What follows belongs to an exercise in optimizing a design on an open flow for small area, a short achievable clock period and few clock cycles; a production flow would make more cautious choices.
At most, simulation tests tie the RTL to the original design; equivalence was not proved.

## matmul
module matmul
#(
    parameter DIM_BITS = 16,
    parameter MEM_AW = 16,
    parameter MEM_DW = 32,
    parameter PREC = 16)
(
    input [MEM_AW-1:0] aBASE,
    input [DIM_BITS-1:0] aCOLS,
    input [DIM_BITS-1:0] aROWS,
    input [DIM_BITS-1:0] aSTRIDE,
    input [MEM_AW-1:0] bBASE,
    input [DIM_BITS-1:0] bCOLS,
    input [DIM_BITS-1:0] bSTRIDE,
    input [MEM_AW-1:0] cBASE,
    input [DIM_BITS-1:0] cSTRIDE,
    input clk,
    input go,
    input [MEM_DW-1:0] mem_rdata,
    input rst_n,
    output reg [MEM_AW-1:0] mem_addr,
    output reg mem_req,
    output [MEM_DW-1:0] mem_wdata,
    output reg mem_write,
    output reg ret
);
Size in the first run: roughly 2600 cells after synthesis, about 230 I/O pins, about 27000 sq um of cells after synthesis.
==> flow/config.mk <==
export PLATFORM = sky130hd
export DESIGN_NAME = matmul
export DESIGN_NICKNAME = matmul
export VERILOG_FILES = /design/flow/design.v
export SDC_FILE = /design/flow/constraint.sdc
export NUM_CORES = 4
export LEC_CHECK = 0
export ABC_CLOCK_PERIOD_IN_PS = 3000
export CAP_MARGIN = 20
export CORE_MARGIN = 2
export CORE_UTILIZATION = 40
export PLACE_DENSITY = 0.6
export SLEW_MARGIN = 20
==> flow/constraint.sdc <==
create_clock -name core_clock -period 10.0 [get_ports {clk}]
set_input_delay 2.0000 -clock core_clock [delete_from_list [all_inputs] [get_ports {clk}]]
set_output_delay 2.0000 -clock core_clock [all_outputs]
set_load 0.01 [all_outputs]
standard.sh (not shown) runs the stock make flow with config.mk's settings and CLKGATE_MAP_FILE= SYNTH_SCRIPT=/design/flow/synth_recipe.tcl, a recipe that flattens the netlist after the stock synthesis.
==> flow/flow/run.sh <==
#!/bin/bash
# The standard layout, with two changes to how it is made (the SDC and its
# 10 ns clock are unchanged): port buffers use the small buf_1 cell instead of
# the default delay buffer, and repair_timing aims for a larger setup margin.
set -euo pipefail
bash standard.sh 'BUFFER_PORTS_ARGS=-buffer_cell sky130_fd_sc_hd__buf_1' SETUP_SLACK_MARGIN=7 finish > standard_make.log 2>&1
Then changed:
--- a/flow/design.v
+++ b/flow/design.v
@@ -43,12 +43,13 @@
 reg       shortk;       
 reg       w_r1, w_c1;   
 reg       w_nrow;       
 reg       w_done;       
 reg [15:0] krem, jrem, irem;
 reg [15:0] a_row, a_ptr, b_col, b_ptr, c_row, c_ptr;
+reg [15:0] a_s, b_s, c_s;   
 reg        klast, jlast, ilast, r1, c1;   
 reg        bend;         
 reg       q_v, d1_v, d2_v;
 reg       q_f, d1_f, d2_f;
 reg [1:0] q_k, d1_k, d2_k;
 wire arr_a0 = d2_v & (d2_k == K_A0);
@@ -66,14 +67,14 @@
 wire [31:0] ms, mc;
 matmul_csmul u_mul (.x(xr), .yone(y_one), .ytwo(y_two), .yneg(y_neg), .s(ms), .c(mc));
 wire [31:0] acc_s = acc0 ^ ps ^ pc;
 wire [31:0] acc_c = ((acc0 & ps) | (acc0 & pc) | (ps & pc));
 reg [31:0] acc0, acc1, acc2, acc3;
 assign mem_wdata = acc3;
-wire [15:0] a_step2 = {aSTRIDE[14:0], 1'b0};
-wire [15:0] c_step2 = {cSTRIDE[14:0], 1'b0};
+wire [15:0] a_step2 = {a_s[14:0], 1'b0};
+wire [15:0] c_step2 = {c_s[14:0], 1'b0};
 reg [2:0]  st_n;
 reg [1:0]  ph_n, q_k_n;
 reg        mem_req_n, ret_n, q_v_n, q_f_n, mem_write_n;
 reg        gcnt_n, kfirst_n, wpend_n, zero_n, shortk_n, empty_n;
 reg        w_r1_n, w_c1_n, w_nrow_n, w_done_n;
 reg [15:0] mem_addr_n, krem_n, jrem_n, irem_n;
@@ -171,19 +172,19 @@
                     abase = b_ptr;
                     acin = 1'b1;
                     ph_n = 2'd3;
                 end
                 2'd3: begin
                     abase = a_ptr;
-                    aoff = aSTRIDE;
+                    aoff = a_s;
                     ph_n = 2'd0;
                     if (!bend) begin
                         krem_n = krem - 16'd1;
                         kfirst_n = 1'b0;
                         a_ptr_n = a_ptr + 16'd1;
-                        b_ptr_n = b_ptr + bSTRIDE;
+                        b_ptr_n = b_ptr + b_s;
                     end
                     else begin
                         kfirst_n = 1'b1;
                         krem_n = aCOLS;
                         w_r1_n = r1;
                         w_c1_n = c1;
@@ -234,13 +235,13 @@
                     acin = 1'b1;
                     mem_req_n = ~w_c1;
                     ph_n = 2'd2;
                 end
                 2'd2: begin
                     abase = c_ptr;
-                    aoff = cSTRIDE;
+                    aoff = c_s;
                     mem_req_n = ~w_r1;
                     ph_n = 2'd3;
                 end
                 2'd3: begin
                     abase = mem_addr;
                     acin = 1'b1;
@@ -286,12 +287,17 @@
         d2_v <= d1_v;
         m_v <= pend | (d2_v && d2_k != K_A0);
         pend <= ~pend & d2_v & (d2_k == K_A1);
     end
 end
 always @(posedge clk) begin
+    if (st == S_INIT) begin
+        a_s <= aSTRIDE;
+        b_s <= bSTRIDE;
+        c_s <= cSTRIDE;
+    end
     klast <= (krem[15:1] == 15'd0);
     bend <= (st == S_RD) && (ph == 2'd2) && klast;
     jlast <= (jrem[15:2] == 14'd0) && (jrem[1:0] != 2'd3);
     ilast <= (irem[15:2] == 14'd0) && (irem[1:0] != 2'd3);
     r1 <= (irem[15:1] == 15'd0);
     c1 <= (jrem[15:1] == 15'd0);
=>
- fmax came out higher by about 12%
- die area came out higher by 7.5%
- non-clock buffer count falls by 48
- cell area grows by 3.8%
- flip-flop and latch count climbs by 48
- via count increases by about 6.5%
- core utilization falls by 2.0 points
- register-to-register slack improves by 0.39 ns
- area after synthesis goes up by about 8%
No run of this note included a check of the RTL's function; only the layout flow was run.

---

Another version of the RTL of matmul (not shown whole).
For scale: about 2700 cells after synthesis, ~520 flip-flops, about 230 I/O pins, roughly 29000 sq um of cells after synthesis.
export LEC_CHECK = 0
export ABC_CLOCK_PERIOD_IN_PS = 3000
export CAP_MARGIN = 20
export CORE_MARGIN = 2
export CORE_UTILIZATION = 40
export PLACE_DENSITY = 0.6
export SLEW_MARGIN = 20
create_clock -name core_clock -period 10.0 [get_ports {clk}]
Scripts as last shown in full above: flow/flow/run.sh
The baseline went through all stages and came out clean.
Edit:
--- a/flow/design.v
+++ b/flow/design.v
@@ -49,20 +49,24 @@
 reg        bend;         
 reg       q_v, d1_v, d2_v;
 reg       q_f, d1_f, d2_f;
 reg [1:0] q_k, d1_k, d2_k;
 wire arr_a0 = d2_v & (d2_k == K_A0);
 wire arr_b0 = d2_v & (d2_k == K_B0);
 wire arr_b1 = d2_v & (d2_k == K_B1);
 wire arr_a1 = d2_v & (d2_k == K_A1);
-reg [15:0] ha0, hb0, hb1;
+reg [15:0] rd1;           
+reg [15:0] hb0;
 reg [15:0] xr;
 reg [8:0] y_one, y_two, y_neg;    
-wire [15:0] ysrc = arr_a1 ? hb0 : pend ? hb1 : mem_rdata[15:0];
+wire [15:0] ysrc = zero ? 16'd0 :
+                   (arr_b0 | arr_b1) ? mem_rdata[15:0] :
+                   arr_a1 ? rd1 :
+                   pend ? hb0 : 16'd0;
 wire [8:0] ysrc_one, ysrc_two, ysrc_neg;
 matmul_booth_enc u_enc (.y(ysrc), .one(ysrc_one), .two(ysrc_two), .neg(ysrc_neg));
 reg m_v, m_f, pend;
 reg [31:0] ps, pc;       
 wire [31:0] ms, mc;
 matmul_csmul u_mul (.x(xr), .yone(y_one), .ytwo(y_two), .yneg(y_neg), .s(ms), .c(mc));
 wire [31:0] acc_s = acc0 ^ ps ^ pc;
 wire [31:0] acc_c = ((acc0 & ps) | (acc0 & pc) | (ps & pc));
@@ -222,23 +226,24 @@
                     abase = c_ptr;
                     acin = 1'b1;
                     mem_req_n = ~w_c1;
                     ph_n = 2'd2;
                 end
                 2'd2: begin
                     abase = c_ptr;
                     aoff = c_s;
-                    mem_req_n = ~w_r1;
+                    acin = 1'b1;
+                    mem_req_n = ~w_r1 & ~w_c1;
                     ph_n = 2'd3;
                 end
                 2'd3: begin
-                    abase = mem_addr;
-                    acin = 1'b1;
-                    mem_req_n = ~w_r1 & ~w_c1;
+                    abase = c_ptr;
+                    aoff = c_s;
+                    mem_req_n = ~w_r1;
                     if (w_nrow) begin
                         c_row_n = c_row + c_step2;
                         c_ptr_n = c_row + c_step2;
                     end
                     else begin
                         c_ptr_n = c_ptr + 16'd2;
                     end
                     if (w_done) begin
@@ -315,27 +320,22 @@
     if (!pend)
         m_f <= d2_f;
 end
 always @(posedge clk) begin
     d1_f <= q_f;
     d1_k <= q_k;
     d2_f <= d1_f;
     d2_k <= d1_k;
-    if (arr_a0) ha0 <= mem_rdata[15:0];
+    rd1 <= mem_rdata[15:0];
     if (arr_b0) hb0 <= mem_rdata[15:0];
-    if (arr_b1) hb1 <= mem_rdata[15:0];
-    if (zero)
-        xr <= 16'd0;
-    else if (arr_b0 | arr_b1)
-        xr <= ha0;
+    if (arr_b0)
+        xr <= rd1;
     else if (arr_a1)
         xr <= mem_rdata[15:0];
-    else if (!pend)
-        xr <= 16'd0;
     y_one <= ysrc_one;
     y_two <= ysrc_two;
     y_neg <= ysrc_neg;
     ps <= ms;
     pc <= mc;
     acc3 <= acc_s + {acc_c[30:0], 1'b0};
     acc2 <= acc3;
     acc1 <= acc2;
- The new run produced a clean layout
- setup slack gets worse by 49 ps
- routed wire length falls by 2.7%
- via count goes down by about 1.8%
- synthesized area came out lower by 2.0%
- die area fell by about 2%
- sequential cell count goes down by 16
- critical path depth came out higher by 10
- sequential share of layout area went down by 0.75 points
- count of clock-buffer cells in the layout came out lower by 5
- worst hold slack is better by 18 ps
Testbench counts after the change, summed over its fixed seeds: cycles 52,372.
No functional check of the RTL was part of the first run of this note.

[re-timing with driven ports]
In the flow no input, the clock included, has a driving cell. The finished layouts below were timed again as built, in two steps. Step 1 assumes that a clkbuf_16 drives the clock port and a buf_2 every other input. Step 2, shift: input delay + t, output delay - t, t = (earliest + latest rising clock arrival at the registers) / 2. This alone moves slack from input paths to output paths. Slacks: ideal / step 1 / step 2; pairs: ideal / step 1.
run	shift t [ns]	slack for setup (ns)	worst setup path at the end	worst data-port slew with drivers (ns)	cell pins on the clock port's net
the first run of note 1	0.682	6.102 / 6.123 / 5.441	input to register	0.12	1
the second run of note 1	0.697	6.507 / 6.533 / 5.837	input to register	0.13	1
the first run of note 2	0.686	6.815 / 6.758 / 6.487	input to register	0.13	1
the second run of note 2	0.692	6.766 / 6.724 / 6.505	input to register	0.14	1
After both steps every run listed still meets setup and hold. The setup slack of the second run of note 1, which loses most, moves by +0.026 ns with the drivers and by -0.670 ns with both steps.
